Background: an optimization exercise with open tools, aiming at small area, a short achievable clock period and few clock cycles. Do not read the settings as production practice. In this exercise RTL edits were held to simulation tests only and were not proved equivalent to the original. Power and IR drop assume default switching activity.

File: config.mk
export PLATFORM = sky130hd
export DESIGN_NAME = huffman
export DESIGN_NICKNAME = huffman
export VERILOG_FILES = /design/flow/design.v
export SDC_FILE = /design/flow/constraint.sdc
export NUM_CORES = 4
export LEC_CHECK = 0
export CAP_MARGIN = 20
export CORE_MARGIN = 2
export CORE_UTILIZATION = 70
export CTS_BUF_LIST = sky130_fd_sc_hd__clkbuf_8
export PLACE_DENSITY = 0.8
export SETUP_SLACK_MARGIN = 2.3
export SLEW_MARGIN = 20
File: constraint.sdc
create_clock -name core_clock -period 4.5 [get_ports {clk}]
set_input_delay 0.9000 -clock core_clock [delete_from_list [all_inputs] [get_ports {clk}]]
set_output_delay 0.9000 -clock core_clock [all_outputs]
set_load 0.01 [all_outputs]
File: design.v
module huffman(clk, reset, gray_valid, CNT_valid,  gray_data, CNT1, CNT2, CNT3, CNT4, CNT5, CNT6,
    code_valid, HC1, HC2, HC3, HC4, HC5, HC6, M1, M2, M3, M4, M5, M6);
input clk;
input reset;
input gray_valid;
input [7:0] gray_data;
output reg CNT_valid;
output [7:0] CNT1, CNT2, CNT3, CNT4, CNT5, CNT6;
output reg code_valid;
output [7:0] HC1, HC2, HC3, HC4, HC5, HC6;
output [7:0] M1, M2, M3, M4, M5, M6;
reg [6:0] W1, W2, W3, W4, W5;
reg [6:0] V;
reg [6:0] amount;    
reg [5:1] ptr [0:5];
reg [4:0] hc [0:5];
reg [4:0] m [0:5];
assign CNT1 = {1'b0, W5};
assign CNT2 = {1'b0, V};
assign CNT3 = {1'b0, W1};
assign CNT4 = {1'b0, W2};
assign CNT5 = {1'b0, W3};
assign CNT6 = {1'b0, W4};
assign HC1 = {3'b0, hc[0]};
assign HC2 = {3'b0, hc[1]};
assign HC3 = {3'b0, hc[2]};
assign HC4 = {3'b0, hc[3]};
assign HC5 = {3'b0, hc[4]};
assign HC6 = {3'b0, hc[5]};
assign M1 = {3'b0, m[0][4:1], 1'b1};
assign M2 = {3'b0, m[1][4:1], 1'b1};
assign M3 = {3'b0, m[2][4:1], 1'b1};
assign M4 = {3'b0, m[3][4:1], 1'b1};
assign M5 = {3'b0, m[4][4:1], 1'b1};
assign M6 = {3'b0, m[5][4:1], 1'b1};
reg counting, sorting, merging;
reg [4:1] U;
reg ph;              
reg [5:1] Tr;
wire last_sort = sorting & !U[1];
wire last_merge = merging & !U[1];
wire cmp_cycle = (sorting | merging) & !ph;
wire ins_cycle = (sorting | merging) & ph;
wire drop = merging & cmp_cycle;
function lt7;
    input [6:0] a, b;
    reg [6:0] l, g;
    begin
        l = ~a & b;
        g = a & ~b;
        lt7 = l[6] | ~g[6] & (l[5] | ~g[5] & (l[4] | ~g[4] & (l[3] | ~g[3] &
              (l[2] | ~g[2] & (l[1] | ~g[1] & l[0])))));
    end
endfunction
wire lt1 = lt7(W1, V);
wire lt2 = lt7(W2, V);
wire lt3 = lt7(W3, V);
wire lt4 = lt7(W4, V);
wire lt5 = lt7(W5, V);
wire [5:1] Tc;
assign Tc[1] = merging ? lt2 : (lt1 | U[1]);
assign Tc[2] = merging ? lt3 : (lt2 | U[2]);
assign Tc[3] = merging ? lt4 : (lt3 | U[3]);
assign Tc[4] = merging ? lt5 : (lt4 | U[4]);
assign Tc[5] = !merging & lt5;
wire [6:1] T = {1'b0, Tr};
wire [6:0] D = 7'd127;    
function [6:0] pick;
    input up, here;
    input [6:0] w1, w0, v;
    pick = here ? v : up ? w1 : w0;
endfunction
wire [2:0] sym = gray_data[2:0];
wire take = counting & gray_valid;
reg selw2, selv;
wire [6:0] vnext = W1 + (({7{selw2}} & W2) | ({7{selv}} & V));
always @(posedge clk) begin
    if (reset) begin
        amount <= 7'd0;
        counting <= 1'b1;
        sorting <= 1'b0;
        merging <= 1'b0;
        U <= 4'b1111;
        ph <= 1'b0;
        CNT_valid <= 1'b0;
        code_valid <= 1'b0;
        V <= 7'd0;
        W1 <= 7'd0; W2 <= 7'd0; W3 <= 7'd0; W4 <= 7'd0; W5 <= 7'd0;
    end else begin
        CNT_valid <= take && amount == 7'd99;
        code_valid <= last_merge;
        if (take) amount <= amount + 7'd1;
        if (take && amount == 7'd99) begin
            counting <= 1'b0;
            sorting <= 1'b1;
        end
        if (ins_cycle & last_sort) begin
            sorting <= 1'b0;
            merging <= 1'b1;
        end
        if (last_merge) merging <= 1'b0;
        ph <= cmp_cycle & !last_merge;
        if (ins_cycle) U <= last_sort ? 4'b1111 : {1'b0, U[4:2]};
        if (take) begin
            if (sym == 3'd1) W5 <= W5 + 7'd1;
            if (sym == 3'd2) V  <= V  + 7'd1;
            if (sym == 3'd3) W1 <= W1 + 7'd1;
            if (sym == 3'd4) W2 <= W2 + 7'd1;
            if (sym == 3'd5) W3 <= W3 + 7'd1;
            if (sym == 3'd6) W4 <= W4 + 7'd1;
        end
        if (drop) begin
            W1 <= W2; W2 <= W3; W3 <= W4; W4 <= W5; W5 <= D;
        end
        if (ins_cycle) begin
            W1 <= pick(T[2], T[1] & !T[2], W2, W1, V);
            W2 <= pick(T[3], T[2] & !T[3], W3, W2, V);
            W3 <= pick(T[4], T[3] & !T[4], W4, W3, V);
            W4 <= pick(T[5], T[4] & !T[5], W5, W4, V);
            W5 <= pick(1'b0, T[5],         D,  W5, V);
            V <= vnext;
        end
    end
end
wire sum_next = merging | last_sort;
always @(posedge clk) begin
    Tr <= Tc;
    selw2 <= sum_next & Tc[2];
    selv <= sum_next & !Tc[2];
end
integer s;
always @(posedge clk) begin
    if (counting) begin
        ptr[0] <= 5'b11111;
        ptr[1] <= 5'b00000;
        ptr[2] <= 5'b00001;
        ptr[3] <= 5'b00011;
        ptr[4] <= 5'b00111;
        ptr[5] <= 5'b01111;
    end else if (drop) begin
        for (s = 0; s < 6; s = s + 1)
            ptr[s] <= {1'b0, ptr[s][5:2]};
    end else if (ins_cycle) begin
        for (s = 0; s < 6; s = s + 1)
            ptr[s] <= !ptr[s][1] ? T[5:1] : ptr[s] & ({1'b0, ptr[s][5:2]} | ~T[5:1]);
    end
end
always @(posedge clk) begin
    if (counting) begin
        for (s = 0; s < 6; s = s + 1) begin
            hc[s] <= 5'd0;
            m[s] <= 5'd0;
        end
    end else if (drop) begin
        for (s = 0; s < 6; s = s + 1) begin
            if (!ptr[s][2]) begin
                m[s] <= {m[s][3:0], 1'b1};
                hc[s] <= hc[s] | (({m[s][3:0], 1'b1} & ~m[s]) & {5{!ptr[s][1]}});
            end
        end
    end
end
endmodule
File: flow/run.sh
#!/bin/bash
# Standard layout, but with the smallest buffer on the ports.
set -euo pipefail
sed 's|"\${@:-finish}"|BUFFER_PORTS_ARGS="-buffer_cell sky130_fd_sc_hd__buf_1" "${@:-finish}"|' standard.sh > my_standard.sh
bash my_standard.sh > flow.log 2>&1
File: standard.sh
#!/bin/bash
# synth_recipe.tcl (not shown) runs the flow's synth.tcl, then flattens the netlist and writes it again
# the make line also repeats each setting of config.mk as NAME=value (left out here)
make -C /OpenROAD-flow-scripts/flow DESIGN_CONFIG=/design/flow/config.mk WORK_HOME=/design/flow/orfs CLKGATE_MAP_FILE= SYNTH_SCRIPT=/design/flow/synth_recipe.tcl "${@:-finish}"
==> impl_summary.log, run 1 <==
[metrics] result of the run: finished clean
[metrics] worst-path cell with the longest stage delay: dfxtp_1
[metrics] routability congestion estimate from global placement: between 0.9 and 1
[metrics] Syn. warnings: 4
[metrics] gate count after technology mapping: approximately 1100
[metrics] Sw Ratio: 0.257
[metrics] post-route non-filler standard cell count: between 1000 and 1500
[metrics] critical path required time: between 3 and 4 ns
[metrics] count of buffering cells on the critical path with inverters included: 1
[metrics] vias in the first global route: slightly below 7000
[metrics] leakage power summed over all cells: approximately 3.0 nW
[metrics] number of nets in the final layout: 1165
[metrics] sequential share of power: 0.568
[metrics] largest net degree at the start of global routing: 87
[metrics] final setup violating endpoints: 0
[metrics] overflow left after global routing: 0
[metrics] worst r2r src: V[0]
[metrics] share of total power in combinational logic: 0.031
[metrics] RSZ-0062 raised after global routing: true
[metrics] share of flip-flops with an asynchronous set or reset: 0
[metrics] Max H-tree Level: 4
[metrics] total of max-cap violations: 0
[metrics] maximum vdd ir drop: approximately 0.19 mV
[metrics] Die Footprint: 13100 sq um
[metrics] wire length of the first global-routing pass: approximately 33000 um
[metrics] kind of path behind the tightest hold check: reg -> reg
[metrics] Max Clock Skew: between 0.009 and 0.01 ns
[metrics] kind of cell adding the most delay to the critical path: flip-flops
[metrics] number of nets with antenna violations after detailed routing: 0
[metrics] smallest setup slack after layout: approximately 2.3 ns
[metrics] category of the critical setup timing path: reg -> out
[metrics] Wirelength per Cell: 16.2 um
[metrics] Post-Synthesis Mean Instance Area: slightly below 8 sq um
[metrics] number of CTS-inserted buffers: 17
[metrics] latest clock arrival within the worst-skew pair: 0.47 ns
[metrics] Sink Count: between 150 and 200
[metrics] Cell Pwr Density: about 270 nW/um^2
[metrics] initial drt markers: a little over 900
[metrics] hpwl dp: about 14000 um
[metrics] clock tree from TritonCTS: built
[metrics] gr usage total: 0.315
[metrics] number of antenna cells inserted: 0
[metrics] most used flip-flop cell after synthesis: dfxtp_1
[metrics] reported net switching power: 0.632 mW
[metrics] post-CTS clock slew at the launch and capture registers of the worst setup and hold paths: around 0.09 ns
[metrics] Die Y-Extent: ~110 um
[metrics] Least-Margin Pin Slew: roughly 0.85 ns
[metrics] Final period util: 0.482
[metrics] top cells by area in the synthesized netlist: dfxtp_1 (37%), buf_4 (6.4%), a21oi_1 (5.7%)
[metrics] boundary pin count: between 150 and 200
[metrics] largest fanout on the critical path: 11
[metrics] count of cell instances traversed by the critical path: 1
[metrics] vias per cell: roughly 6.2
[metrics] R2R depth: 9
[metrics] chain of cells forming the critical path: buf_1
[metrics] Longest Clk Path Bufs: 2
[metrics] Yosys reg bits: between 150 and 200
[metrics] initial cell density of the core: 0.715
[metrics] final wirelength: about 21000 um
[metrics] Slew HR: 0.435
[metrics] worst reg2reg endpoint: V[6]
[metrics] Final Power: roughly 2.5 mW
[metrics] number of fillers in the final layout: slightly below 1000
[metrics] launching instance or port of the critical path: W2[2]
[metrics] Setup crit start kind: flip-flop
[metrics] total via count in the routed design: between 8000 and 9000
[metrics] final non-filler cell area: around 9000 sq um
[metrics] Area after DPL: approximately 8600 sq um
[metrics] Horiz. Die Dim: ~110 um
[metrics] most instantiated cells after synthesis: dfxtp_1 (156), nor2_1 (110), a21oi_1 (97)
[metrics] Clock Root Buffer: clkbuf_8
[metrics] library cells used by synthesis: 70
[metrics] relative contribution of the clock network to total power: 0.401
[metrics] area share of the leading cell type in the synthesized netlist: 0.365
[metrics] number of enable flip-flop cells after synthesis: 0
[metrics] post-synthesis sequential area ratio: 0.365
[metrics] largest stage delay on the critical path: 0.61 ns
[metrics] final critical-path required period: 2.17 ns
[metrics] layout-stage area growth over the synthesis result: 5.84%
[metrics] area of the core: 12000 sq um
[metrics] floorplan row count: 40
[metrics] DP Worst Slack: around 1.8 ns
[metrics] share of post-route cells with drive strength above 1: 0.0746
[metrics] type of element capturing the critical path: output pin
[metrics] data arrival time of the critical path: 1.27 ns
[metrics] cell internal power dissipation: roughly 1.8 mW
[metrics] Pre-Repair DR Iteration Count: 5
[metrics] Final Max Slew Viols: 0
[metrics] number of antenna violations at the first check in global routing: 0
[metrics] endpoint of the worst setup timing path: CNT4[2]
[metrics] number of hold violations in the final report: 0
[metrics] detailed-route DRC error count: 0
[metrics] cell count after placement: 1266
[metrics] setup_tns: 0 ns
[metrics] mapped cell area: ~8500 sq um
[metrics] largest area contributor in the synthesized netlist: dfxtp_1
[metrics] dominant cell by count in the synthesized netlist: dfxtp_1
[metrics] highest attainable clock frequency: 461 MHz
[metrics] r2r setup slk: 2.38 ns
[metrics] number of port buffers: just over 100
[registers in the layout (all words and copies together) (netlist names), 4 cells and up]
register	flops
hc	30
amount	7
W3	7
m	30
W2	7
ptr	30
U	4
W5	7
W4	7
V	7
Tr	5
W1	7
[logic make-up after synthesis]
group / synth area share
XOR/XNOR: 0.0225
flip-flops: 0.365
AO/OA/AOI/OAI: 0.291
buffers and inverters: 0.127
AND/OR/NAND/NOR: 0.169
other: 0.000878
adder cells (fa/ha/maj): 0.0225
multiplexers: 0.00234
[metrics by stage]
stage | hold WS [ns] | util
final | 0.468 | 0.756
after global routing | 0.491 | 0.756
after global placement | 0.444 | 0.715
after CTS | 0.474 | 0.750
after floorplan | 0.458 | -
after detailed placement | 0.453 | 0.715
[power groups by stage]
stage / logic, mW / clock network [mW] / registers (mW)
final: 0.0774 / 0.986 / 1.40
after global routing: 0.0861 / 1.06 / 1.40
after CTS: 0.0742 / 0.998 / 1.40
after detailed placement: 0.0739 / 0 / 1.43
after global placement: 0.0730 / 0 / 1.43
after floorplan: 0.0927 / 0 / 1.42
[timing repair]
item	CTS	global route
gates resized for setup	14	20
buffers inserted	1	0
hold buffers	0	0
setup endpoints to repair	104	40
pin swaps	2	6
gates cloned	1	0
[layer usage]
| layer | track usage | vias to the layer above | wire length [um] |
|---|---|---|---|
| met5 | 0 | - | 0 |
| met3 | 0.0667 | 47 | 1810 |
| li1 | - | 3895 | - |
| met2 | 0.512 | 440 | 10000 |
| met1 | 0.407 | 3709 | 8850 |
| met4 | 0.131 | 0 | 462 |
[how the worst min path moves through the flow]
stage | startpoint | end | slack (ns) | depth (start not counted)
after detailed placement | hc[3][3] | hc[3][3] | 0.45 | 2
after global routing | hc[2][1] | hc[2][1] | 0.49 | 2
final | hc[0][1] | hc[0][1] | 0.47 | 2
after CTS | hc[3][3] | hc[3][3] | 0.47 | 2
after global placement | hc[0][1] | hc[0][1] | 0.44 | 2
after floorplan | m[0][0] | m[0][1] | 0.46 | 2
[placed cells by master (no fill, tap or decap), types with 5 or more instances in the layout]
| cell type | synthesis | routed |
|---|---|---|
| nor3_1 | 17 | 13 |
| xnor2_1 | 10 | 10 |
| nand2_1 | 93 | 93 |
| a21oi_1 | 97 | 96 |
| o22ai_1 | 16 | 16 |
| dfxtp_2 | 0 | 9 |
| o21ai_0 | 85 | 85 |
| buf_1 | 7 | 101 |
| o211ai_1 | 14 | 14 |
| xor2_1 | 12 | 12 |
| and3_1 | 10 | 10 |
| a211oi_1 | 22 | 21 |
| dfxtp_1 | 156 | 145 |
| o21bai_1 | 5 | 5 |
| a311oi_1 | 7 | 7 |
| inv_1 | 61 | 62 |
| nand3_1 | 19 | 19 |
| nor2_1 | 110 | 108 |
| a22o_1 | 9 | 9 |
| o21a_1 | 11 | 11 |
| nor2b_1 | 16 | 16 |
| buf_4 | 73 | 12 |
| a22oi_1 | 8 | 8 |
| a31oi_1 | 38 | 38 |
| or3_1 | 5 | 5 |
| o221ai_1 | 13 | 13 |
| ha_1 | 13 | 12 |
| nand4_1 | 8 | 8 |
| clkinvlp_4 | 0 | 6 |
| nand2b_1 | 17 | 16 |
| conb_1 | 2 | 48 |
| a221oi_1 | 14 | 14 |
| a21o_1 | 8 | 8 |
| clkbuf_8 | 0 | 19 |
[tightest hold or removal path, delay by kind of cell, from the launching register on]
| kind | cells | cell delay, ns |
|---|---|---|
| compound gates | 1 | 0.04 |
| flops | 1 | 0.33 |
| simple gates | 1 | 0.07 |
[area by class of cell]
type / instances / area, sq um / area share
Timing Repair Buffer: 116 / 490 / 0.0542
Tap cell: 147 / 184 / 0.0203
Inverter: 63 / 241 / 0.0267
Clock inverter: 13 / 108 / 0.0119
Sequential cell: 156 / 3140 / 0.347
Clock buffer: 19 / 262 / 0.0289
Multi-Input combinational cell: 786 / 4620 / 0.511
Testbench counts, summed over its fixed seeds: cycles 38,400.
==> run 2, diff against run 1 <==
--- a/config.mk
+++ b/config.mk
@@ -11,4 +11,4 @@
 export CTS_BUF_LIST = sky130_fd_sc_hd__clkbuf_8
-export PLACE_DENSITY = 0.8
-export SETUP_SLACK_MARGIN = 2.3
+export PLACE_DENSITY = 0.72
+export SETUP_SLACK_MARGIN = 2.5
 export SLEW_MARGIN = 20
==> run 2 against run 1 <==
  * Critical path depth stayed put
  * Final area grew 4.1%
  * Worst hold slack better by 0.0028 ns
  * Clock power rose by 11%
  * Worst setup slack better by 0.18 ns
  * Flip-flop and latch count unchanged
  * Wire length rose by 5.2%
  * Register-to-register slack gained 0.15 ns
  * Area after synthesis unchanged
  * Critical path type unchanged
  * Highest routed layer unchanged
==> impl_summary.log, run 2 <==
[metrics] result of the run: finished clean
[metrics] Setup crit start kind: flip-flop
[metrics] chain of cells forming the critical path: buf_1
[metrics] fraction of met2 tracks used by global routing: 0.563 (+0.0509)
[metrics] post-synthesis sequential area ratio: 0.365 (unchanged)
[metrics] Least-Margin Pin Slew: 0.845 ns (-0.00220 ns)
[metrics] Top Registers: hc (30), m (30), ptr (30)
[metrics] RSZ-0062 raised after global routing: true
[metrics] number of hold violations in the final report: 0 (unchanged)
[metrics] DP Worst Slack: 1.80 ns (+0.00501 ns)
[metrics] overflow left after global routing: 0 (unchanged)
[metrics] initial drt markers: 834 (-11%)
[metrics] area share of the leading cell type in the synthesized netlist: 0.365 (unchanged)
[metrics] floorplan row count: 40 (unchanged)
[metrics] Sink Count: 156 (unchanged)
[metrics] maximum vdd ir drop: 0.160 mV (-16%)
[metrics] count of cell instances traversed by the critical path: 1 (unchanged)
[metrics] type of element capturing the critical path: output pin
[metrics] hpwl dp: 14000 um (about the same)
[metrics] Final period util: 0.443 (-0.0392)
[metrics] largest stage delay on the critical path: 0.44 ns (-0.17 ns)
[metrics] final wirelength: 22200 um (+5.2%)
[metrics] boundary pin count: 157 (unchanged)
[metrics] Slew HR: 0.437 (+0.00147)
[metrics] most instantiated cells after synthesis: dfxtp_1 (156), nor2_1 (110), a21oi_1 (97)
[metrics] post-synthesis share of cell area spent on and, or, nand and nor gates: 0.169 (unchanged)
[metrics] gate count after technology mapping: 1102 (unchanged)
[metrics] total of max-cap violations: 0 (unchanged)
[metrics] layout-stage area growth over the synthesis result: 10.1%
[metrics] Max H-tree Level: 4 (unchanged)
[metrics] Post-Synthesis Mean Instance Area: 7.76 sq um (unchanged)
[metrics] critical path required time: 3.60 ns (about the same)
[metrics] Horiz. Die Dim: 115 um (unchanged)
[metrics] kind of cell adding the most delay to the critical path: flip-flops
[metrics] count of buffering cells on the critical path with inverters included: 1 (unchanged)
[metrics] category of the critical setup timing path: reg -> out
[metrics] mapped cell area: 8550 sq um (unchanged)
[metrics] Syn. warnings: 4 (unchanged)
[metrics] largest area contributor in the synthesized netlist: dfxtp_1
[metrics] most used flip-flop cell after synthesis: dfxtp_1
[metrics] highest attainable clock frequency: 502 MHz (+8.8%)
[metrics] Post-Synth XOR/XNOR Area: 0.0225 (unchanged)
[metrics] setup_tns: 0 ns (unchanged)
[metrics] leakage power summed over all cells: 3.27 nW (+7.4%)
[metrics] area of the core: 12000 sq um (unchanged)
[metrics] number of antenna cells inserted: 0 (unchanged)
[metrics] library cells used by synthesis: 70 (unchanged)
[metrics] number of CTS-inserted buffers: 17 (unchanged)
[metrics] number of enable flip-flop cells after synthesis: 0 (unchanged)
[metrics] post-synthesis adder-cell area fraction: 0.0225 (unchanged)
[metrics] routability congestion estimate from global placement: 0.912 (-3.4%)
[metrics] gr busiest metal: met2
[metrics] number of nets with antenna violations after detailed routing: 0 (unchanged)
[metrics] Longest Clk Path Bufs: 2 (unchanged)
[metrics] number of nets in the final layout: 1188 (+2.0%)
[metrics] met3 demand-to-capacity share in global routing: 0.0741 (+0.00741)
[metrics] multiplexer share of the synthesized area: 0.00234 (unchanged)
[metrics] latest clock arrival within the worst-skew pair: 0.48 ns (about the same)
[metrics] R2R depth: 8 (-1)
[metrics] initial cell density of the core: 0.715 (unchanged)
[metrics] vias per cell: 6.24 (+0.33%)
[metrics] detailed-route DRC error count: 0 (unchanged)
[metrics] Post-CTS Hold Buffers: 0 (unchanged)
[metrics] Die Y-Extent: 115 um (unchanged)
[metrics] share of post-route cells with drive strength above 1: 0.132 (+0.0573)
[metrics] wire length of the first global-routing pass: 35800 um (+7.6%)
[metrics] number of port buffers: 103 (unchanged)
[metrics] largest net degree at the start of global routing: 87 (unchanged)
[metrics] final setup violating endpoints: 0 (unchanged)
[metrics] cell count after placement: 1265 (-0.079%)
[metrics] top cells by area in the synthesized netlist: dfxtp_1 (37%), buf_4 (6.4%), a21oi_1 (5.7%)
[metrics] number of antenna violations at the first check in global routing: 0 (unchanged)
[metrics] complex-gate fraction of the synthesized area: 0.291 (unchanged)
[metrics] Yosys reg bits: 156 (unchanged)
[metrics] kind of path behind the tightest hold check: reg -> reg
[metrics] post-CTS clock slew at the launch and capture registers of the worst setup and hold paths: 0.08 ns (about the same)
[metrics] data arrival time of the critical path: 1.09 ns (-0.18 ns)
[metrics] leading cell types in the layout, fill and taps excluded: dfxtp_1 (108), nor2_1 (108), buf_1 (96)
[metrics] post-route non-filler standard cell count: 1322 (+1.7%)
[metrics] vias in the first global route: 7307 (+8.3%)
[metrics] dominant cell by count in the synthesized netlist: dfxtp_1
[metrics] share of flip-flops with an asynchronous set or reset: 0 (unchanged)
[metrics] Final Max Slew Viols: 0 (unchanged)
[metrics] Max Clock Skew: 0.0132 ns (+0.00385 ns)
[metrics] Cell Pwr Density: 272 nW/um^2 (about the same)
[metrics] Clock Root Buffer: clkbuf_8
[metrics] total via count in the routed design: 8255 (+2.0%)
[metrics] met1 GRT Util: 0.426 (+0.0196)
[metrics] worst-path cell with the longest stage delay: dfxtp_2
[metrics] clock tree from TritonCTS: built
[metrics] worst-case hold slack: 0.471 ns (+0.00278 ns)
[metrics] smallest setup slack after layout: 2.51 ns (+0.176 ns)
[metrics] Hold Path Cell Cnt: 2 (unchanged)
[metrics] final critical-path required period: 1.99 ns (-0.176 ns)
[metrics] Wirelength per Cell: 16.8 um (+3.4%)
[metrics] Pre-Repair DR Iteration Count: 6 (+1)
[metrics] largest fanout on the critical path: 9 (-2)
[metrics] main combinational cell family by area after synthesis: compound AO/OA/AOI/OAI gates
[metrics] Die Footprint: 13100 sq um (unchanged)
[metrics] gr usage total: 0.340 (+0.0246)
run 2: cell counts after synthesis:
No cell type changed its count.
run 2: cell families after synthesis:
kind of cell,count (synthesis)
buffers and inverters,207
other,2
and+or+nand+nor,313
adders and majority gates,15
xor gates and xnor gates,22
DFF,156
AOI/OAI and AO/OA,385
muxes,2
run 2: metrics by stage:
step                power, mW  utilization  area [sq um]
CTS                      2.56        0.778          9300
global placement         1.50        0.717          8580
global route             2.64        0.787          9420
finish                   2.56        0.787          9420
floorplan                1.52            -          8790
detailed placement       1.50        0.717          8580
run 2: worst paths after layout:
path | startpoint | end | slack [ns]
max | W1[0] | CNT3[0] | 2.51
min | hc[3][4] | hc[3][4] | 0.47
max reg2reg | selw2 | V[6] | 2.53
min reg2reg | hc[3][4] | hc[3][4] | 0.47
run 2: worst min-delay path, cell delays in order (launching register included):
cell,delay (ns)
dfxtp_1,0.33
a31oi_1,0.04
nor2_1,0.07
run 2: area by class of cell:
| type | count | area [sq um] |
|---|---|---|
| fill | 877 | 2540 |
| sequential | 156 | 3240 |
| tap | 147 | 184 |
| inverter | 63 | 239 |
| clock buffer | 17 | 234 |
| clock inverter | 14 | 171 |
| multi-input combinational | 785 | 4660 |
| timing repair buffer | 140 | 697 |
run 2: timing repair:
item | 4_1_cts | 5_1_grt
resized for setup | 67 | 30
setup buffers | 21 | 5
gates cloned | 0 | 0
setup endpoints to repair | 157 | 81
pin swaps | 5 | 8
run 2: power by group:
part           internal [mW]  total, mW  switching [mW]
clock network          0.548       1.09           0.544
registers               1.37       1.39          0.0128
logic                 0.0249     0.0829          0.0580
run 2: layer usage:
metal | up-vias | wire length [um]
met1 | 3817 | 9110
met4 | 0 | 674
met5 | - | 0
met2 | 434 | 10500
li1 | 3940 | -
met3 | 64 | 1880
==> run 3, diff against run 2 <==
--- a/config.mk
+++ b/config.mk
@@ -9,5 +9,5 @@
 export CORE_MARGIN = 2
-export CORE_UTILIZATION = 70
+export CORE_UTILIZATION = 40
 export CTS_BUF_LIST = sky130_fd_sc_hd__clkbuf_8
-export PLACE_DENSITY = 0.72
+export PLACE_DENSITY = 0.6
 export SETUP_SLACK_MARGIN = 2.5
==> run 3 against run 2 <==
  * Highest routed layer unchanged
  * Via count is 1.5% lower
  * Flip-flop and latch count stayed put
  * Largest power group unchanged
  * Register-to-register slack lost 0.09 ns
  * Sequential power is essentially flat
  * Combinational power rose by 3.3%
  * Critical endpoint is now V[6]
==> impl_summary.log, run 3 <==
[metrics] Clock Root Buffer: clkbuf_8
[metrics] Final period util: 0.458 (+0.0145)
[metrics] number of CTS-inserted buffers: 17 (unchanged)
[metrics] Max H-tree Level: 4 (unchanged)
[metrics] worst-case hold slack: 0.474 ns (+0.00281 ns)
[metrics] boundary pin count: 157 (unchanged)
[metrics] number of nets with antenna violations after detailed routing: 0 (unchanged)
[metrics] Top Registers: hc (30), m (30), ptr (30)
[metrics] Die Footprint: 22600 sq um (+72%)
[metrics] Post-CTS Hold Buffers: 0 (unchanged)
[metrics] number of antenna cells inserted: 0 (unchanged)
[metrics] number of enable flip-flop cells after synthesis: 0 (unchanged)
[metrics] Max Clock Skew: 0.0177 ns (+0.00454 ns)
[metrics] vias per cell: 5.58 (-11%)
[metrics] area of the core: 21000 sq um (+76%)
[metrics] setup_tns: 0 ns (unchanged)
[metrics] final setup violating endpoints: 0 (unchanged)
[metrics] hpwl dp: 15300 um (+9.3%)
[metrics] leading cell type in the layout, fill and taps excluded: nor2_1
[metrics] Slew HR: 0.400 (-0.0368)
[metrics] largest stage delay on the critical path: 0.38 ns (-0.06 ns)
[metrics] count of buffering cells on the critical path with inverters included: 0 (-1)
[metrics] highest attainable clock frequency: 486 MHz (-3.2%)
[metrics] multi-input logic area: 4660 sq um (+0.19%)
[metrics] data arrival time of the critical path: 2.43 ns (+1.34 ns)
[metrics] latest clock arrival within the worst-skew pair: 0.47 ns (about the same)
[metrics] RSZ-0062 raised after global routing: true
[metrics] maximum vdd ir drop: 0.190 mV (+18%)
[metrics] top cells by area in the synthesized netlist: dfxtp_1 (37%), buf_4 (6.4%), a21oi_1 (5.7%)
[metrics] number of fillers in the final layout: 2093 (+140%)
[metrics] Cell Pwr Density: 264 nW/um^2 (-3.1%)
[metrics] area share of the leading cell type in the synthesized netlist: 0.365 (unchanged)
[metrics] Sink Count: 156 (unchanged)
[metrics] Post-Synthesis Mean Instance Area: 7.76 sq um (unchanged)
[metrics] number of hold violations in the final report: 0 (unchanged)
[metrics] library cells used by synthesis: 70 (unchanged)
[metrics] worst-path cell with the longest stage delay: dfxtp_4
[metrics] initial cell density of the core: 0.407 (-0.308)
[metrics] Horiz. Die Dim: 150 um (+31%)
[metrics] dominant cell by count in the synthesized netlist: dfxtp_1
[metrics] R2R depth: 8 (unchanged)
[metrics] mapped cell area: 8550 sq um (unchanged)
[metrics] category of the critical setup timing path: reg -> reg
[metrics] number of nets in the final layout: 1195 (+0.59%)
[metrics] most used flip-flop cell after synthesis: dfxtp_1
[metrics] most instantiated cells after synthesis: dfxtp_1 (156), nor2_1 (110), a21oi_1 (97)
[metrics] leading cell types in the layout, fill and taps excluded: nor2_1 (108), a21oi_1 (95), dfxtp_1 (93), nand2_1 (93), buf_1 (88)
[metrics] worst min-delay path endpoint: hc[0][4]
[metrics] largest fanout on the critical path: 6 (-3)
[metrics] post-synthesis sequential area ratio: 0.365 (unchanged)
[metrics] r2r setup slk: 2.44 ns (-0.09 ns)
[metrics] Die Y-Extent: 150 um (+31%)
[metrics] vias in the first global route: 7178 (-1.8%)
[metrics] largest net degree at the start of global routing: 87 (unchanged)
[metrics] chain of cells forming the critical path: a22o_1 -> ha_2 -> fa_2 -> a211oi_2 -> o21bai_1 -> a21oi_1 -> xnor2_1 -> a211oi_1
[metrics] share of post-route cells with drive strength above 1: 0.157 (+0.0253)
[metrics] count of cell instances traversed by the critical path: 8 (+7)
[metrics] Wirelength per Cell: 16.4 um (-2.1%)
[metrics] Final Max Slew Viols: 0 (unchanged)
[metrics] kind of path behind the tightest hold check: reg -> reg
[metrics] worst r2r src: selw2
[metrics] final wirelength: 24000 um (+7.9%)
[metrics] total area of sequential cells: 3270 sq um (+1.2%)
[metrics] worst reg2reg endpoint: V[6]
[metrics] Syn. warnings: 4 (unchanged)
[metrics] leakage power summed over all cells: 3.34 nW (+2.1%)
[metrics] detailed-route DRC error count: 0 (unchanged)
[metrics] floorplan row count: 53 (+33%)
[metrics] Least-Margin Pin Slew: 0.900 ns (+0.0552 ns)
[metrics] critical hold path startpoint: hc[0][4]
[metrics] layout-stage area growth over the synthesis result: 13.0%
[metrics] result of the run: finished clean
[metrics] gr usage total: 0.210 (-0.129)
[metrics] Hold Path Cell Cnt: 2 (unchanged)
[metrics] largest area contributor in the synthesized netlist: dfxtp_1
[metrics] Yosys reg bits: 156 (unchanged)
[metrics] total of max-cap violations: 0 (unchanged)
[metrics] overflow left after global routing: 0 (unchanged)
[metrics] share of flip-flops with an asynchronous set or reset: 0 (unchanged)
[metrics] critical path required time: 4.87 ns (+1.27 ns)
[metrics] total via count in the routed design: 8131 (-1.5%)
[metrics] type of element capturing the critical path: flip-flop
[metrics] Longest Clk Path Bufs: 2 (unchanged)
[metrics] wire length of the first global-routing pass: 37800 um (+5.6%)
[metrics] number of port buffers: 103 (unchanged)
[metrics] gate count after technology mapping: 1102 (unchanged)
[metrics] number of antenna violations at the first check in global routing: 0 (unchanged)
[metrics] clock tree from TritonCTS: built
[metrics] Setup crit start kind: flip-flop
[metrics] kind of cell adding the most delay to the critical path: compound AO/OA/AOI/OAI gates
[metrics] initial drt markers: 635 (-24%)
[metrics] routability congestion estimate from global placement: 0.843 (-7.6%)
[metrics] final critical-path required period: 2.06 ns (+0.0654 ns)
[metrics] post-CTS clock slew at the launch and capture registers of the worst setup and hold paths: 0.10 ns (+0.02 ns)
[metrics] Pre-Repair DR Iteration Count: 8 (+2)
## run 3: cell counts after synthesis
Identical to the previous run, type by type.
## run 3: timing repair
action,4_1_cts,5_1_grt
resized for setup,71,55
pin swaps,7,6
buffers inserted,19,14
cloned,1,0
endpoints found under the setup margin,124,87
endpoints found under the hold margin,0,0
## run 3: layer usage
metal,vias to the layer above,wire (um),track usage
li1,3963,-,-
met1,3848,10900,0.283
met2,294,11100,0.339
met3,26,1540,0.0409
met4,0,403,0.0689
met5,-,0,0
## run 3: cell families (layout without fill, tap and decap cells)
family,Yosys count,in the layout,share of synthesized area
compound gates,385,386,0.291
mux,2,2,0.00234
simple gates,313,313,0.169
other cells,2,48,0.000878
flops,156,156,0.365
fa+ha+maj,15,15,0.0225
buf+inv,207,241,0.127
xor+xnor,22,22,0.0225
## run 3: worst max-delay path by stage
stage                 startpoint  endpoint  slack, ns
global placement    gray_data[0]     W5[2]       1.75
finish                     selw2      V[6]       2.44
global route                V[2]     Tr[4]       2.37
CTS                        W2[0]      V[6]       2.47
detailed placement  gray_data[0]     W5[2]       1.73
floorplan           gray_data[0]     W3[1]       2.30
## run 3: metrics by stage
stage / utilization / instances / cell area, sq um / power [mW] / setup slack [ns]
6_report: 0.460 / 1458 / 9660 / 2.55 / 2.44
3_3_place_gp: 0.415 / 1392 / 8730 / 1.50 / 1.75
2_1_floorplan: - / 1148 / 8790 / 1.52 / 2.30
5_1_grt: 0.460 / 1458 / 9660 / 2.65 / 2.37
3_5_place_dp: 0.415 / 1392 / 8730 / 1.50 / 1.73
4_1_cts: 0.449 / 1444 / 9430 / 2.58 / 2.47
## run 3: worst min-delay path, delay by kind of cell, from the launching register on
family | cells | cell delay, ns
flops | 1 | 0.34
simple gates | 1 | 0.07
compound gates | 1 | 0.04
## run 3: area by class of cell
cell class / count / share of cell area
timing repair buffer: 146 / 0.0774
inverter: 63 / 0.0246
sequential: 156 / 0.339
clock buffer: 18 / 0.0256
tap: 275 / 0.0356
clock inverter: 14 / 0.0151
multi-input combinational: 786 / 0.483
## run 3: power breakdown
part / switching [mW] / leakage [nW] / internal [mW]
registers: 0.0111 / 1.30 / 1.37
clock network: 0.607 / 0.207 / 0.474
logic: 0.0592 / 1.83 / 0.0264
==> run 4, diff against run 3 <==
--- a/config.mk
+++ b/config.mk
@@ -9,5 +9,5 @@
 export CORE_MARGIN = 2
-export CORE_UTILIZATION = 40
+export CORE_UTILIZATION = 60
 export CTS_BUF_LIST = sky130_fd_sc_hd__clkbuf_8
-export PLACE_DENSITY = 0.6
+export PLACE_DENSITY = 0.75
 export SETUP_SLACK_MARGIN = 2.5
==> run 4 against run 3 <==
  * Still clean
  * Wire length shrank 6.9%
  * Combinational power shrank 4.3%
  * Fmax shrank 0.87%
  * Via count grew 1.0%
  * First-iteration DRC count grew 32%
  * Register-to-register slack lost 0.02 ns
  * Sequential power is essentially flat
  * Worst hold slack lost 0.0082 ns
  * Final cell count shrank 7.1%
  * Clock skew shrank 0.0048 ns
  * Clock power grew 13%
  * Synthesized cell count is the same
==> impl_summary.log, run 4 <==
[metrics] top cells by area in the synthesized netlist: dfxtp_1 (37%), buf_4 (6.4%), a21oi_1 (5.7%)
[metrics] Die Footprint: 15200 sq um (-33%)
[metrics] Yosys reg bits: 156 (unchanged)
[metrics] maximum vdd ir drop: 0.186 mV (-1.8%)
[metrics] number of nets in the final layout: 1186 (-0.75%)
[metrics] kind of path behind the tightest hold check: reg -> reg
[metrics] number of nets with antenna violations after detailed routing: 0 (unchanged)
[metrics] smallest setup slack after layout: 2.42 ns (-0.0181 ns)
[metrics] hpwl dp: 14000 um (-8.9%)
[metrics] Die Y-Extent: 123 um (-18%)
[metrics] number of port buffers: 103 (unchanged)
[metrics] data arrival time of the critical path: 2.43 ns (about the same)
[metrics] largest area contributor in the synthesized netlist: dfxtp_1
[metrics] floorplan row count: 43 (-19%)
[metrics] Setup crit start kind: flip-flop
[metrics] Sink Count: 156 (unchanged)
[metrics] chain of cells forming the critical path: a22o_1 -> ha_2 -> fa_2 -> a211oi_2 -> o21bai_1 -> a21oi_1 -> xnor2_1 -> a211oi_1
[metrics] Final period util: 0.462 (+0.00403)
[metrics] type of element capturing the critical path: flip-flop
[metrics] core utilization of the finished layout: 0.685 (+0.225)
[metrics] number of antenna cells inserted: 0 (unchanged)
[metrics] layout-stage area growth over the synthesis result: 11.2%
[metrics] leakage power summed over all cells: 3.27 nW (-2.1%)
[metrics] highest attainable clock frequency: 481 MHz (-0.87%)
[metrics] Pre-Repair DR Iteration Count: 6 (-2)
[metrics] largest stage delay on the critical path: 0.39 ns (about the same)
[metrics] vias per cell: 6.07 (+8.8%)
[metrics] leading cell types in the layout, fill and taps excluded: dfxtp_1 (110), nor2_1 (108), buf_1 (97)
[metrics] boundary pin count: 157 (unchanged)
[metrics] total of max-cap violations: 0 (unchanged)
[metrics] gate count after technology mapping: 1102 (unchanged)
[metrics] initial drt markers: 838 (+32%)
[metrics] multi-input logic area: 4700 sq um (+0.80%)
[metrics] result of the run: finished clean
[metrics] gr usage total: 0.292 (+0.0819)
[metrics] Wirelength per Cell: 16.5 um (+0.21%)
[metrics] area share of the leading cell type in the synthesized netlist: 0.365 (unchanged)
[metrics] Syn. warnings: 4 (unchanged)
[metrics] clock tree from TritonCTS: built
[metrics] RSZ-0062 raised after global routing: true
[metrics] area of the core: 13900 sq um (-34%)
[metrics] kind of cell adding the most delay to the critical path: compound AO/OA/AOI/OAI gates
[metrics] final critical-path required period: 2.08 ns (+0.0181 ns)
[metrics] Top Registers: hc (30), m (30), ptr (30)
[metrics] largest fanout on the critical path: 7 (+1)
[metrics] Horiz. Die Dim: 123 um (-18%)
[metrics] number of hold violations in the final report: 0 (unchanged)
[metrics] post-synthesis sequential area ratio: 0.365 (unchanged)
[metrics] Final Power: 2.69 mW (+5.7%)
[metrics] initial cell density of the core: 0.616 (+0.209)
[metrics] DP Worst Slack: 1.80 ns (+0.0677 ns)
[metrics] Cell Pwr Density: 283 nW/um^2 (+7.4%)
[metrics] Post-Synthesis Mean Instance Area: 7.76 sq um (unchanged)
[metrics] leading cell type in the layout, fill and taps excluded: dfxtp_1
[metrics] post-CTS clock slew at the launch and capture registers of the worst setup and hold paths: 0.09 ns (about the same)
[metrics] overflow left after global routing: 0 (unchanged)
[metrics] vias in the first global route: 7129 (-0.68%)
[metrics] detailed-route DRC error count: 0 (unchanged)
[metrics] Max H-tree Level: 4 (unchanged)
[metrics] critical path required time: 4.86 ns (about the same)
[metrics] Max Clock Skew: 0.0129 ns (-0.00484 ns)
[metrics] share of flip-flops with an asynchronous set or reset: 0 (unchanged)
[metrics] total area of sequential cells: 3220 sq um (-1.6%)
[metrics] share of post-route cells with drive strength above 1: 0.132 (-0.0252)
[metrics] Post-CTS Hold Buffers: 0 (unchanged)
[metrics] setup_tns: 0 ns (unchanged)
[metrics] most instantiated cells after synthesis: dfxtp_1 (156), nor2_1 (110), a21oi_1 (97)
[metrics] final setup violating endpoints: 0 (unchanged)
[metrics] number of fillers in the final layout: 1173 (-44%)
[metrics] routability congestion estimate from global placement: 0.939 (+11%)
[metrics] library cells used by synthesis: 70 (unchanged)
[metrics] number of enable flip-flop cells after synthesis: 0 (unchanged)
[metrics] total via count in the routed design: 8213 (+1.0%)
[metrics] category of the critical setup timing path: reg -> reg
[metrics] largest net degree at the start of global routing: 87 (unchanged)
[metrics] latest clock arrival within the worst-skew pair: 0.46 ns (about the same)
[metrics] Longest Clk Path Bufs: 2 (unchanged)
[metrics] most used flip-flop cell after synthesis: dfxtp_1
[metrics] Final Max Slew Viols: 0 (unchanged)
[metrics] dominant cell by count in the synthesized netlist: dfxtp_1
[metrics] number of CTS-inserted buffers: 17 (unchanged)
[metrics] Slew HR: 0.310 (-0.0894)
[metrics] worst-path cell with the longest stage delay: dfxtp_1
[metrics] number of antenna violations at the first check in global routing: 0 (unchanged)
[metrics] final wirelength: 22300 um (-6.9%)
[metrics] count of buffering cells on the critical path with inverters included: 0 (unchanged)
[metrics] wire length of the first global-routing pass: 35400 um (-6.5%)
[metrics] mapped cell area: 8550 sq um (unchanged)
[metrics] Clock Root Buffer: clkbuf_8
[metrics] Least-Margin Pin Slew: 1.03 ns (+0.134 ns)
-- run 4: cell counts after synthesis --
No cell type changed its count.
-- run 4: worst min-delay path, delay by kind of cell, from the launching register on --
family | cells | cell delay [ns]
simple gates | 1 | 0.07
compound gates | 1 | 0.04
flops | 1 | 0.33
-- run 4: what timing repair did --
action / CTS / global route
pin swaps: 8 / 3
gates cloned: 2 / 0
gates resized for setup: 61 / 35
endpoints found under the setup margin: 169 / 104
buffers inserted: 16 / 6
-- run 4: kinds of logic (layout without fill, tap and decap cells) --
family          count (synthesis)  count (layout)  synth area share
xor+xnor                       22              22            0.0225
buf+inv                       207             231             0.127
simple gates                  313             313             0.169
fa+ha+maj                      15              15            0.0225
flops                         156             156             0.365
other cells                     2              48          0.000878
compound gates                385             387             0.291
mux                             2               2           0.00234
-- run 4: per-stage QoR --
| stage | cell area [sq um] | cells | hold slack (ns) |
|---|---|---|---|
| after floorplan | 8790 | 1148 | 0.458 |
| after global placement | 8620 | 1298 | 0.444 |
| after detailed placement | 8620 | 1298 | 0.455 |
| after CTS | 9340 | 1348 | 0.474 |
| after global routing | 9510 | 1354 | 0.498 |
| final | 9510 | 1354 | 0.466 |
-- run 4: path summary, 6_finish.rpt --
kind	start	endpoint	slack (ns)	cells after the start
setup / recovery	selv	V[6]	2.42	8
setup reg to reg	selv	V[6]	2.42	8
hold / removal	hc[1][2]	hc[1][2]	0.47	2
hold reg to reg	hc[1][2]	hc[1][2]	0.47	2
-- run 4: metal layers --
layer / share of wire / track usage / vias to the layer above
li1: - / - / 3944
met1: 0.43 / 0.380 / 3869
met2: 0.47 / 0.476 / 356
met3: 0.070 / 0.0530 / 44
met4: 0.028 / 0.123 / 0
met5: 0 / 0 / -
-- run 4: area by class of cell --
class	instances	area share
clock buffers	18	0.0260
clock inverters	14	0.0229
inverters	63	0.0251
multi-input cells	787	0.494
flip-flops and latches	156	0.339
well taps	180	0.0237
repair buffers	136	0.0689
-- run 4: where the power goes --
part,internal (mW),switching (mW)
registers,1.38,0.0125
clock network,0.679,0.545
logic,0.0247,0.0573
total,2.08,0.615
==> run 5, diff against run 4 <==
--- a/config.mk
+++ b/config.mk
@@ -9,5 +9,5 @@
 export CORE_MARGIN = 2
-export CORE_UTILIZATION = 60
+export CORE_UTILIZATION = 70
 export CTS_BUF_LIST = sky130_fd_sc_hd__clkbuf_8
-export PLACE_DENSITY = 0.75
+export PLACE_DENSITY = 0.8
 export SETUP_SLACK_MARGIN = 2.5
==> run 5 against run 4 <==
  * Still clean on timing, DRC and antenna
  * Worst hold slack improved by 0.0054 ns
  * Utilization is 10 points higher
  * Via count rose by 0.51%
  * Final area down 0.99%
  * Worst setup slack improved by 0.084 ns
  * Clock skew about the same
  * Clock power decreased by 11%
  * Sequential share of layout area rose by 0.47 points
  * Global-route usage up 4.8 points
  * Non-clock buffer count up 4
  * Highest routed layer unchanged
==> impl_summary.log, run 5 <==
[metrics] Cell Pwr Density: 272 nW/um^2 (-4.0%)
[metrics] Max Clock Skew: 0.0132 ns (+0.000303 ns)
[metrics] Post-Synthesis Mean Instance Area: 7.76 sq um (unchanged)
[metrics] floorplan row count: 40 (-7.0%)
[metrics] boundary pin count: 157 (unchanged)
[metrics] worst-path cell with the longest stage delay: dfxtp_2
[metrics] largest fanout on the critical path: 9 (+2)
[metrics] mapped cell area: 8550 sq um (unchanged)
[metrics] dominant cell by count in the synthesized netlist: dfxtp_1
[metrics] gr usage total: 0.340 (+0.0475)
[metrics] post-synthesis sequential area ratio: 0.365 (unchanged)
[metrics] maximum vdd ir drop: 0.160 mV (-14%)
[metrics] number of fillers in the final layout: 877 (-25%)
[metrics] hpwl dp: 14000 um (+0.47%)
[metrics] highest attainable clock frequency: 502 MHz (+4.2%)
[metrics] count of buffering cells on the critical path with inverters included: 1 (+1)
[metrics] critical path required time: 3.60 ns (-1.26 ns)
[metrics] share of flip-flops with an asynchronous set or reset: 0 (unchanged)
[metrics] total area of sequential cells: 3240 sq um (+0.39%)
[metrics] number of CTS-inserted buffers: 17 (unchanged)
[metrics] post-CTS clock slew at the launch and capture registers of the worst setup and hold paths: 0.08 ns (about the same)
[metrics] kind of path behind the tightest hold check: reg -> reg
[metrics] area share of the leading cell type in the synthesized netlist: 0.365 (unchanged)
[metrics] layout-stage area growth over the synthesis result: 10.1%
[metrics] number of nets in the final layout: 1188 (+0.17%)
[metrics] Yosys reg bits: 156 (unchanged)
[metrics] worst r2r src: selw2
[metrics] final setup violating endpoints: 0 (unchanged)
[metrics] most used flip-flop cell after synthesis: dfxtp_1
[metrics] vias per cell: 6.24 (+2.9%)
[metrics] clock tree from TritonCTS: built
[metrics] Top Registers: hc (30), m (30), ptr (30)
[metrics] latest clock arrival within the worst-skew pair: 0.48 ns (+0.02 ns)
[metrics] kind of cell adding the most delay to the critical path: flip-flops
[metrics] Slew HR: 0.437 (+0.126)
[metrics] leading cell types in the layout, fill and taps excluded: dfxtp_1 (108), nor2_1 (108), buf_1 (96)
[metrics] RSZ-0062 raised after global routing: true
[metrics] R2R depth: 8 (unchanged)
[metrics] Hold Path Cell Cnt: 2 (unchanged)
[metrics] Post-CTS Hold Buffers: 0 (unchanged)
[metrics] Max H-tree Level: 4 (unchanged)
[metrics] Least-Margin Pin Slew: 0.845 ns (-0.189 ns)
[metrics] library cells used by synthesis: 70 (unchanged)
[metrics] worst reg2reg endpoint: V[6]
[metrics] total via count in the routed design: 8255 (+0.51%)
[metrics] launching instance or port of the critical path: W1[0]
[metrics] Wirelength per Cell: 16.8 um (+2.0%)
[metrics] Final period util: 0.443 (-0.0186)
[metrics] setup_tns: 0 ns (unchanged)
[metrics] Pre-Repair DR Iteration Count: 6 (unchanged)
[metrics] area of the core: 12000 sq um (-14%)
[metrics] multiplexer share of the synthesized area: 0.00234 (unchanged)
[metrics] category of the critical setup timing path: reg -> out
[metrics] number of antenna cells inserted: 0 (unchanged)
[metrics] final critical-path required period: 1.99 ns (-0.0836 ns)
[metrics] multi-input logic area: 4660 sq um (-0.98%)
[metrics] number of enable flip-flop cells after synthesis: 0 (unchanged)
[metrics] Syn. warnings: 4 (unchanged)
[metrics] share of post-route cells with drive strength above 1: 0.132 (about the same)
[metrics] vias in the first global route: 7307 (+2.5%)
[metrics] largest stage delay on the critical path: 0.44 ns (+0.05 ns)
[metrics] final wirelength: 22200 um (-0.43%)
[metrics] count of cell instances traversed by the critical path: 1 (-7)
[metrics] endpoint of the worst setup timing path: CNT3[0]
[metrics] result of the run: finished clean
[metrics] Setup crit start kind: flip-flop
[metrics] gate count after technology mapping: 1102 (unchanged)
[metrics] Horiz. Die Dim: 115 um (-7.2%)
[metrics] post-synthesis share of cell area spent on and, or, nand and nor gates: 0.169 (unchanged)
[metrics] Final Max Slew Viols: 0 (unchanged)
[metrics] r2r setup slk: 2.53 ns (+0.11 ns)
[metrics] Sink Count: 156 (unchanged)
[metrics] Post-Synth XOR/XNOR Area: 0.0225 (unchanged)
[metrics] largest area contributor in the synthesized netlist: dfxtp_1
[metrics] number of nets with antenna violations after detailed routing: 0 (unchanged)
[metrics] initial cell density of the core: 0.715 (+0.0988)
[metrics] leakage power summed over all cells: 3.27 nW (about the same)
[metrics] largest net degree at the start of global routing: 87 (unchanged)
[metrics] type of element capturing the critical path: output pin
[metrics] post-synthesis adder-cell area fraction: 0.0225 (unchanged)
[metrics] main combinational cell family by area after synthesis: compound AO/OA/AOI/OAI gates
[metrics] initial drt markers: 834 (-0.48%)
[metrics] most instantiated cells after synthesis: dfxtp_1 (156), nor2_1 (110), a21oi_1 (97)
[metrics] number of port buffers: 103 (unchanged)
[metrics] wire length of the first global-routing pass: 35800 um (+1.2%)
[metrics] overflow left after global routing: 0 (unchanged)
[metrics] Die Footprint: 13100 sq um (-14%)
[metrics] number of antenna violations at the first check in global routing: 0 (unchanged)
[metrics] complex-gate fraction of the synthesized area: 0.291 (unchanged)
[metrics] Clock Root Buffer: clkbuf_8
[metrics] Die Y-Extent: 115 um (-7.2%)
[metrics] data arrival time of the critical path: 1.09 ns (-1.34 ns)
[metrics] number of hold violations in the final report: 0 (unchanged)
[metrics] chain of cells forming the critical path: buf_1
[metrics] routability congestion estimate from global placement: 0.912 (-2.8%)
[metrics] Longest Clk Path Bufs: 2 (unchanged)
[metrics] top cells by area in the synthesized netlist: dfxtp_1 (37%), buf_4 (6.4%), a21oi_1 (5.7%)
[metrics] core utilization of the finished layout: 0.787 (+0.102)
[metrics] total of max-cap violations: 0 (unchanged)
[metrics] detailed-route DRC error count: 0 (unchanged)
run 5: area by class of cell:
| cell class | instances | area share |
|---|---|---|
| timing repair buffer | 140 | 0.0740 |
| clock inverter | 14 | 0.0182 |
| clock buffer | 17 | 0.0248 |
| multi-input combinational | 785 | 0.494 |
| tap | 147 | 0.0195 |
| inverter | 63 | 0.0254 |
| sequential | 156 | 0.344 |
run 5: worst reg2reg max path, delay by kind of cell (launching register included):
| family | cells | cell delay, ns |
|---|---|---|
| fa+ha+maj | 2 | 0.56 |
| flops | 1 | 0.37 |
| xor+xnor | 1 | 0.08 |
| compound gates | 5 | 0.87 |
run 5: logic make-up after synthesis:
group | after synthesis
AO/OA/AOI/OAI | 385
XOR/XNOR | 22
adder cells (fa/ha/maj) | 15
buffers and inverters | 207
flip-flops | 156
multiplexers | 2
other | 2
AND/OR/NAND/NOR | 313
run 5: layer usage:
| layer | GRT usage | share of wire | vias to the layer above |
|---|---|---|---|
| met2 | 0.563 | 0.47 | 434 |
| met1 | 0.426 | 0.41 | 3817 |
| met5 | 0 | 0 | - |
| met4 | 0.146 | 0.030 | 0 |
| li1 | - | - | 3940 |
| met3 | 0.0741 | 0.085 | 64 |
run 5: worst min-delay path by stage:
stage / slack [ns] / to / start
detailed placement: 0.46 / hc[0][1] / hc[0][1]
finish: 0.47 / hc[3][4] / hc[3][4]
global route: 0.50 / hc[3][2] / hc[3][2]
floorplan: 0.46 / m[0][1] / m[0][0]
global placement: 0.44 / hc[0][2] / hc[0][2]
CTS: 0.48 / hc[0][1] / hc[0][1]
run 5: through the flow:
| step | hold slack [ns] | setup slack, ns | cells | instance area [sq um] | total power [mW] |
|---|---|---|---|---|---|
| after CTS | 0.475 | 2.49 | 1317 | 9300 | 2.56 |
| after detailed placement | 0.457 | 1.80 | 1265 | 8580 | 1.50 |
| after floorplan | 0.458 | 2.30 | 1148 | 8790 | 1.52 |
| final | 0.471 | 2.51 | 1322 | 9420 | 2.56 |
| after global routing | 0.498 | 2.45 | 1322 | 9420 | 2.64 |
| after global placement | 0.444 | 1.86 | 1265 | 8580 | 1.50 |
run 5: repair_timing:
| action | in CTS | in global routing |
|---|---|---|
| endpoints found under the setup margin | 157 | 81 |
| hold endpoints to repair | 0 | 0 |
| setup buffers | 21 | 5 |
| pin swaps | 5 | 8 |
| resized for setup | 67 | 30 |
run 5: power breakdown:
part	switching (mW)	internal (mW)	leakage, nW
Sequential	0.0128	1.37	1.29
Combinational	0.0580	0.0249	1.77
Clock	0.544	0.548	0.209

[static timing again, ports no longer ideal]
How much do the figures lean on ideal ports? The routed layouts below were timed once more, with nothing changed but the port constraints.
Step 1: set_driving_cell puts a clkbuf_16 on clk and a buf_2 on each other input, an assumption about the parent block.
Step 2 moves the port delays by t, midway between the first and last clock arrival at a register: inputs arrive t later, outputs are due t later. That takes back most of the time a late clock gives input paths.
Three values: ideal ports, drivers, drivers and shift; two values: the first two.
run | t (ns) | setup WS [ns] | hold slack, ns | worst setup path at the end
run 1 | 0.500 | 2.330 / 2.291 / 1.916 | 0.468 / 0.468 / 0.468 | input to register
run 2 | 0.508 | 2.507 / 2.470 / 2.028 | 0.471 / 0.471 / 0.471 | input to register
run 3 | 0.503 | 2.441 / 2.424 / 2.019 | 0.474 / 0.474 / 0.474 | input to register
run 4 | 0.494 | 2.423 / 2.423 / 2.044 | 0.466 / 0.466 / 0.466 | input to register
run 5 | 0.508 | 2.507 / 2.470 / 2.028 | 0.471 / 0.471 / 0.471 | input to register
After both steps setup and hold are still met in every run listed.
